What follows belongs to an exercise in optimizing a design on an open flow for small area, a short achievable clock period and few clock cycles per item; a production flow would make more cautious choices. In this exercise RTL edits were held to simulation tests only and were not proved equivalent to the original.

$ cat flow/design.v
module SNN(
	clk,
	rst_n,
	in_valid,
	img,
	ker,
	weight,
	out_valid,
	out_data
);
input clk;
input rst_n;
input in_valid;
input [7:0] img;
input [7:0] ker;
input [7:0] weight;
output reg out_valid;
output reg [9:0] out_data;
reg [6:0] cnt;
reg [2:0] dec_d;
always @(*) begin
  case (cnt)
    7'd16: dec_d = 3'b110;
    7'd17: dec_d = 3'b100;
    7'd18: dec_d = 3'b111;
    7'd19: dec_d = 3'b101;
    7'd22: dec_d = 3'b100;
    7'd23: dec_d = 3'b100;
    7'd24: dec_d = 3'b101;
    7'd25: dec_d = 3'b101;
    7'd28: dec_d = 3'b110;
    7'd29: dec_d = 3'b100;
    7'd30: dec_d = 3'b111;
    7'd31: dec_d = 3'b101;
    7'd34: dec_d = 3'b100;
    7'd35: dec_d = 3'b100;
    7'd36: dec_d = 3'b101;
    7'd37: dec_d = 3'b101;
    7'd52: dec_d = 3'b110;
    7'd53: dec_d = 3'b100;
    7'd54: dec_d = 3'b111;
    7'd55: dec_d = 3'b101;
    7'd58: dec_d = 3'b100;
    7'd59: dec_d = 3'b100;
    7'd60: dec_d = 3'b101;
    7'd61: dec_d = 3'b101;
    7'd64: dec_d = 3'b110;
    7'd65: dec_d = 3'b100;
    7'd66: dec_d = 3'b111;
    7'd67: dec_d = 3'b101;
    7'd70: dec_d = 3'b100;
    7'd71: dec_d = 3'b100;
    7'd72: dec_d = 3'b101;
    7'd73: dec_d = 3'b101;
    default: dec_d = 3'b000;
  endcase
end
reg [1:0] dec_fc;
always @(*) begin
  case (cnt)
    7'd24: dec_fc = 2'b10;
    7'd26: dec_fc = 2'b11;
    7'd36: dec_fc = 2'b10;
    7'd38: dec_fc = 2'b11;
    7'd60: dec_fc = 2'b10;
    7'd62: dec_fc = 2'b11;
    7'd72: dec_fc = 2'b10;
    7'd74: dec_fc = 2'b11;
    default: dec_fc = 2'b00;
  endcase
end
reg [2:0] dec_dist;
always @(*) begin
  case (cnt)
    7'd28: dec_dist = 3'b100;
    7'd40: dec_dist = 3'b110;
    7'd64: dec_dist = 3'b100;
    7'd76: dec_dist = 3'b111;
    default: dec_dist = 3'b000;
  endcase
end
always @(posedge clk or negedge rst_n) begin
	if (!rst_n) cnt <= 7'd0;
	else if (cnt == 7'd76) cnt <= 7'd0;
	else if (in_valid || cnt != 7'd0) cnt <= cnt + 7'd1;
end
reg [7:0] k0, k1, k2, k3, k4, k5, k6, k7, k8;
reg [7:0] w0, w1, w2, w3;
always @(posedge clk) begin
	if (cnt < 7'd9) begin
		k0 <= k1; k1 <= k2; k2 <= k3; k3 <= k4; k4 <= k5;
		k5 <= k6; k6 <= k7; k7 <= k8; k8 <= ker;
	end
end
always @(posedge clk) begin
	if (cnt < 7'd4) begin
		w0 <= w1; w1 <= w2; w2 <= w3; w3 <= weight;
	end
end
reg [7:0] sr [0:13];
integer i;
always @(posedge clk) begin
	sr[0] <= img;
	for (i = 1; i < 14; i = i + 1) sr[i] <= sr[i-1];
end
reg [18:0] acc_a;
reg [19:0] acc_s;
always @(posedge clk) begin
	acc_a <= k0 * sr[13] + k1 * sr[12] + k2 * sr[11] + k3 * sr[7] + k4 * sr[6];
	acc_s <= acc_a + k5 * sr[6] + k6 * sr[2] + k7 * sr[1] + k8 * sr[0];
end
wire [37:0] s_x = {18'd0, acc_s};
wire [37:0] q_prod = (s_x << 18) - (s_x << 15) + (s_x << 12) + (s_x << 9)
                   - (s_x << 6) + (s_x << 4) - (s_x << 2) - s_x;
wire [7:0] fq = q_prod[36:29];
reg [7:0] pm0, pm1;
wire [7:0] pm_cur = dec_d[0] ? pm1 : pm0;
wire [7:0] pm_new = (dec_d[1] || fq > pm_cur) ? fq : pm_cur;
always @(posedge clk) begin
	if (dec_d[2] && !dec_d[0]) pm0 <= pm_new;
	if (dec_d[2] && dec_d[0]) pm1 <= pm_new;
end
reg [16:0] n0, n1;
wire [7:0] fp = dec_fc[0] ? pm1 : pm0;
wire [7:0] fwa = dec_fc[0] ? w2 : w0;
wire [7:0] fwb = dec_fc[0] ? w3 : w1;
always @(posedge clk) begin
	if (dec_fc[1]) begin
		n0 <= (dec_fc[0] ? n0 : 17'd0) + fp * fwa;
		n1 <= (dec_fc[0] ? n1 : 17'd0) + fp * fwb;
	end
end
wire [30:0] m0 = {15'd0, n0[16:1]};
wire [30:0] m1 = {15'd0, n1[16:1]};
wire [30:0] t0 = (m0 << 15) + (m0 << 7) + m0;
wire [30:0] t1 = (m1 << 15) + (m1 << 7) + m1;
reg [7:0] v0, v1;
always @(posedge clk) begin
	v0 <= t0[30:23];
	v1 <= t1[30:23];
end
reg [7:0] q0a, q0b, q1a, q1b;
reg [9:0] d;
wire [7:0] da = (v0 > q1a) ? v0 - q1a : q1a - v0;
wire [7:0] db = (v1 > q1b) ? v1 - q1b : q1b - v1;
wire [9:0] dsum = (dec_dist[1] ? d : 10'd0) + da + db;
always @(posedge clk) begin
	if (dec_dist[2]) begin
		q0a <= v0; q0b <= v1;
		q1a <= q0a; q1b <= q0b;
		d <= dsum;
	end
end
always @(posedge clk or negedge rst_n) begin
	if (!rst_n) begin
		out_valid <= 1'b0;
		out_data <= 10'd0;
	end else begin
		out_valid <= dec_dist[0];
		out_data <= (dec_dist[0] && dsum >= 10'd16) ? dsum : 10'd0;
	end
end
endmodule
$ cat flow/run.sh
#!/bin/bash
# synth_recipe.tcl (not shown) runs the flow's synth.tcl, then flattens the netlist and writes it again
# the make line also repeats each setting of config.mk as NAME=value (left out here)
make -C /OpenROAD-flow-scripts/flow DESIGN_CONFIG=/design/flow/config.mk WORK_HOME=/design/flow/orfs CLKGATE_MAP_FILE= SYNTH_SCRIPT=/design/flow/synth_recipe.tcl finish
$ cat flow/config.mk
export PLATFORM = sky130hd
export DESIGN_NAME = SNN
export DESIGN_NICKNAME = SNN
export VERILOG_FILES = /design/flow/design.v
export SDC_FILE = /design/flow/constraint.sdc
export NUM_CORES = 4
export LEC_CHECK = 0
export CAP_MARGIN = 20
export CORE_MARGIN = 2
export CORE_UTILIZATION = 40
export SLEW_MARGIN = 20
$ cat flow/constraint.sdc
create_clock -name core_clock -period 25.0 [get_ports {clk}]
set_input_delay 5.0000 -clock core_clock [delete_from_list [all_inputs] [get_ports {clk}]]
set_output_delay 5.0000 -clock core_clock [all_outputs]
set_load 0.01 [all_outputs]
==> flow_summary.json <==
{
  "synthesis.instances": 4166,
  "cell_by_cell_trace_of_the_critical_path": "inv_1, nor3_1, a31oi_1, o32ai_1, buf_4, and2_2, buf_4, mux2i_1, buf_4, nor2_1, fa_1, inv_1, fa_1, fa_1, inv_1, fa_1, ha_1, and3_1, a31o_2, o41ai_1, o21bai_1, a21oi_1, xnor2_1",
  "timing.critical_path.arrival_ns": 8.20,
  "flow.area_growth_from_synthesis_pct": 8.82,
  "vias_per_cell": 4.84,
  "maxSlewViolCount": 0,
  "global_route_wire_length_before_repair_mm": 162,
  "fp.dieArea_um2": 112000,
  "crit_path_max_fanout": 34,
  "critical_path.top_delay_family": "adder cells",
  "worstSkewPairLatency_ns": 0.65,
  "max_freq_ghz": 0.128,
  "postCtsHoldBufs": 0,
  "worstSetupStartpoint": "cnt[2]",
  "die_h_um": 335,
  "first_global_vias": 29900,
  "detail_route.wirelength_mm": 96.4,
  "pin_count": 38,
  "finalSetupViolCount": 0,
  "floorplan.die.width_um": 335,
  "cts_tree": "built",
  "postRouteAntennaNets": 0,
  "yosys_most_used_dff": "sky130_fd_sc_hd__edfxtp_1",
  "tns_ns": 0,
  "drv.max_cap_violation_count": 0,
  "grt_antenna_before_repair": 0,
  "globalRouteTotalUtil_pct": 18.2,
  "violation_count_after_the_first_detailed_route_iteration": 1411,
  "final.setup_skew_ns": 0.0301,
  "reg2reg_from": "cnt[2]",
  "hold_worst_slack_ns": 0.320,
  "port-buffer-count": 37,
  "final_layout_size_suffix_gt1_share_pct": 3.37,
  "htree_levels": 2,
  "timing_hold_violations_final": 0,
  "period_needed_ns": 7.81,
  "holdCritPathClass": "flip-flop to flip-flop",
  "critPathCaptureType": "flip-flop",
  "status": "no timing/DRC/antenna violations",
  "fillerInstances": 10300,
  "maximum_number_of_pins_on_one_net_before_global_route_repair": 50,
  "critPathMaxStageDelay_ns": 0.68,
  "number_of_buffers_created_by_cts": 52,
  "critical_path_class": "flip-flop to flip-flop",
  "num_rows": 121,
  "synthesis.area_um2": 43800,
  "timing.final.crit_share_pct": 31.2,
  "timing.critical_path.mode_cell": "sky130_fd_sc_hd__fa_1",
  "dr.pass1.iters": 5,
  "total_via_count_after_detailed_routing": 27500,
  "timing.critical_path.slowest_stage_cell": "sky130_fd_sc_hd__mux2i_1",
  "holdCritStartpoint": "sr[5][7]",
  "cts.sinks": 381,
  "dp_hpwl_mm": 79.0,
  "tightest_slew_ns": 0.942,
  "post_cts.resized_instances": 0,
  "gp_routability_congestion": 0.863,
  "synth_cell_types": 71,
  "asyncSetResetFlopFracSynth_pct": 4.72,
  "num-nets-final": 5561,
  "initial_core_utilization_pct": 40.3,
  "synth_edf_count": 196,
  "synth_seq_area_share_pct": 22.1,
  "critPathLaunchType": "flip-flop",
  "core_area_um2": 109000,
  "global_route.overflow_total": 0,
  "drcViolationCount": 0,
  "cts_root_buf": "sky130_fd_sc_hd__clkbuf_16",
  "rsz0062_at_grt": "no",
  "ys_seq_elements": 381,
  "cts_setup_buffers": 0,
  "yosysWarnings": 2,
  "clock_tree.buffer_depth": 3,
  "synth_fp_nets": 5500,
  "cts.reportedPaths.clkPinSlew_ns": 0.06,
  "max-slew-margin-rel_pct": 35.4,
  "routedWlPerCell_um": 16.9,
  "cp_num_buf_inv": 6,
  "synthesis.area_per_instance_um2": 10.5,
  "worstPathRequired_ns": 25.39
}
-- per-stage QoR --
stage	instances	area, um2	utilization, %	worst slack [ns]
finish	5685	47700	43.8	17.19
global route	5683	47700	43.8	16.64
CTS	5683	47700	43.8	17.21
detailed placement	5587	45900	42.2	17.22
global placement	5587	45900	42.2	17.42
floorplan	4166	43800	-	18.28
-- logic make-up (layout without fill, tap and decap cells) --
family	count (synthesis)	after routing	synth area share, %
adder cells (fa/ha/maj)	1307	1307	49.9
buffers and inverters	1074	1177	9.29
AND/OR/NAND/NOR	982	982	11.2
flip-flops	381	381	22.1
AO/OA/AOI/OAI	259	259	4.01
XOR/XNOR	100	100	2.00
multiplexers	63	63	1.51
other	0	2	0
-- worst register-to-register path: stages (launching register included) --
cell                       delay (ns)
sky130_fd_sc_hd__dfrtp_1         0.66
sky130_fd_sc_hd__inv_1           0.28
sky130_fd_sc_hd__nor3_1          0.24
sky130_fd_sc_hd__a31oi_1         0.07
sky130_fd_sc_hd__o32ai_1         0.18
sky130_fd_sc_hd__buf_4           0.23
sky130_fd_sc_hd__and2_2          0.58
sky130_fd_sc_hd__buf_4           0.55
sky130_fd_sc_hd__mux2i_1         0.70
sky130_fd_sc_hd__buf_4           0.28
sky130_fd_sc_hd__nor2_1          0.08
sky130_fd_sc_hd__fa_1            0.56
sky130_fd_sc_hd__inv_1           0.06
sky130_fd_sc_hd__fa_1            0.48
sky130_fd_sc_hd__fa_1            0.50
sky130_fd_sc_hd__inv_1           0.05
sky130_fd_sc_hd__fa_1            0.43
sky130_fd_sc_hd__ha_1            0.35
sky130_fd_sc_hd__and3_1          0.20
sky130_fd_sc_hd__a31o_2          0.25
sky130_fd_sc_hd__o41ai_1         0.45
sky130_fd_sc_hd__o21bai_1        0.11
sky130_fd_sc_hd__a21oi_1         0.19
sky130_fd_sc_hd__xnor2_1         0.07
-- flip-flops by register name, summed over array words and instances (netlist names), 10 cells and up --
register,count
n0,17
n1,17
out_data,10
sr,112
acc_s,20
acc_a,19
d,10
-- path summary, 6_finish.rpt --
check,to,slack [ns],cells past startpoint
worst max-delay path,n0[16],17.19,23
worst min-delay path,sr[6][7],0.32,0
worst max register to register,n0[16],17.19,23
worst min register to register,sr[6][7],0.32,0
max in group asynchronous,out_data[4],19.60,1
min in group asynchronous,cnt[0],4.86,1
-- metal layers --
layer	vias up	global-route usage, %	part of all wire (%)
li1	13000	-	-
met5	-	0	0
met3	108	1.99	3.8
met4	0	4.32	2.1
met1	14000	25.8	47
met2	449	30.0	47
-- cells in the final DEF (no fill, tap or decap), types with 17 or more instances in the layout --
cell                              count
sky130_fd_sc_hd__a21o_1              30
sky130_fd_sc_hd__a21oi_1             67
sky130_fd_sc_hd__and2_1             359
sky130_fd_sc_hd__and3_1              19
sky130_fd_sc_hd__clkbuf_16           52
sky130_fd_sc_hd__clkdlybuf4s50_1     37
sky130_fd_sc_hd__dfrtp_1             18
sky130_fd_sc_hd__dfxtp_1            167
sky130_fd_sc_hd__edfxtp_1           196
sky130_fd_sc_hd__fa_1               738
sky130_fd_sc_hd__ha_1               569
sky130_fd_sc_hd__inv_1             1035
sky130_fd_sc_hd__mux2_2              24
sky130_fd_sc_hd__mux2i_1             39
sky130_fd_sc_hd__nand2_1            352
sky130_fd_sc_hd__nand3_1             26
sky130_fd_sc_hd__nand4_1             17
sky130_fd_sc_hd__nor2_1             128
sky130_fd_sc_hd__nor3_1              27
sky130_fd_sc_hd__o21a_1              20
sky130_fd_sc_hd__o21ai_0             40
sky130_fd_sc_hd__xnor2_1             76
sky130_fd_sc_hd__xor2_1              24
-- area by class of cell --
type / count / area [um2] / area share (%)
Tap cell: 1414 / 1770 / 3.71
Clock inverter: 37 / 468 / 0.981
Antenna cell: 2 / 5.00 / 0.0105
Clock buffer: 59 / 1340 / 2.80
Timing Repair Buffer: 46 / 438 / 0.918
Inverter: 1035 / 3880 / 8.14
Multi-Input combinational cell: 2711 / 30100 / 63.2
Sequential cell: 381 / 9680 / 20.3
-- cell usage after synthesis (all sizes together) (4+ instances only) --
library cell	instances	area [um2]
o22ai	4	25.0
buf	14	96.3
a211oi	13	97.6
dfrtp	18	450
a21o	30	225
nand2b	10	62.6
nand2	352	1320
o311ai	4	35.0
ha	569	7120
clkbuf	25	93.8
dfxtp	167	3340
o31ai	5	42.5
nor3	28	140
and3	19	119
inv	1035	3880
edfxtp	196	5890
o41ai	6	71.3
mux2i	39	390
nand3	26	130
nor2b	13	81.3
or2	9	56.3
xnor2	76	666
fa	738	14800
o21a	20	150
nor2	128	480
nand4	17	106
a21oi	69	345
and2	360	2250
a21boi	8	63.8
o311a	5	50.1
o21ai	40	200
or3	4	25.0
mux2	24	270
xor2	24	210
o21bai	11	82.6
a31oi	8	50.1
o211ai	8	60.1
Testbench counts, summed over its fixed seeds: cycles 9,984, items 128.

## separate check: timing with driven ports
How much do the figures lean on ideal ports? The routed layout below was timed once more, with nothing changed but the port constraints.
Step 1: set_driving_cell puts a clkbuf_16 on clk and a buf_2 on each other input, an assumption about the parent block.
Step 2 moves the port delays by t, midway between the first and last clock arrival at a register: inputs arrive t later, outputs are due t later. That takes back most of the time a late clock gives input paths.
Three values: ideal, step 1, step 2; two values: the first two.
shift t [ns]: 0.696
setup WS [ns]: 17.189 / 17.189 / 17.189
worst hold slack (ns): 0.320 / 0.320 / 0.320
After both steps this run still meets setup and hold. For this run, drivers alone change the setup slack by 0.000 ns; drivers and shift together by 0.000 ns.
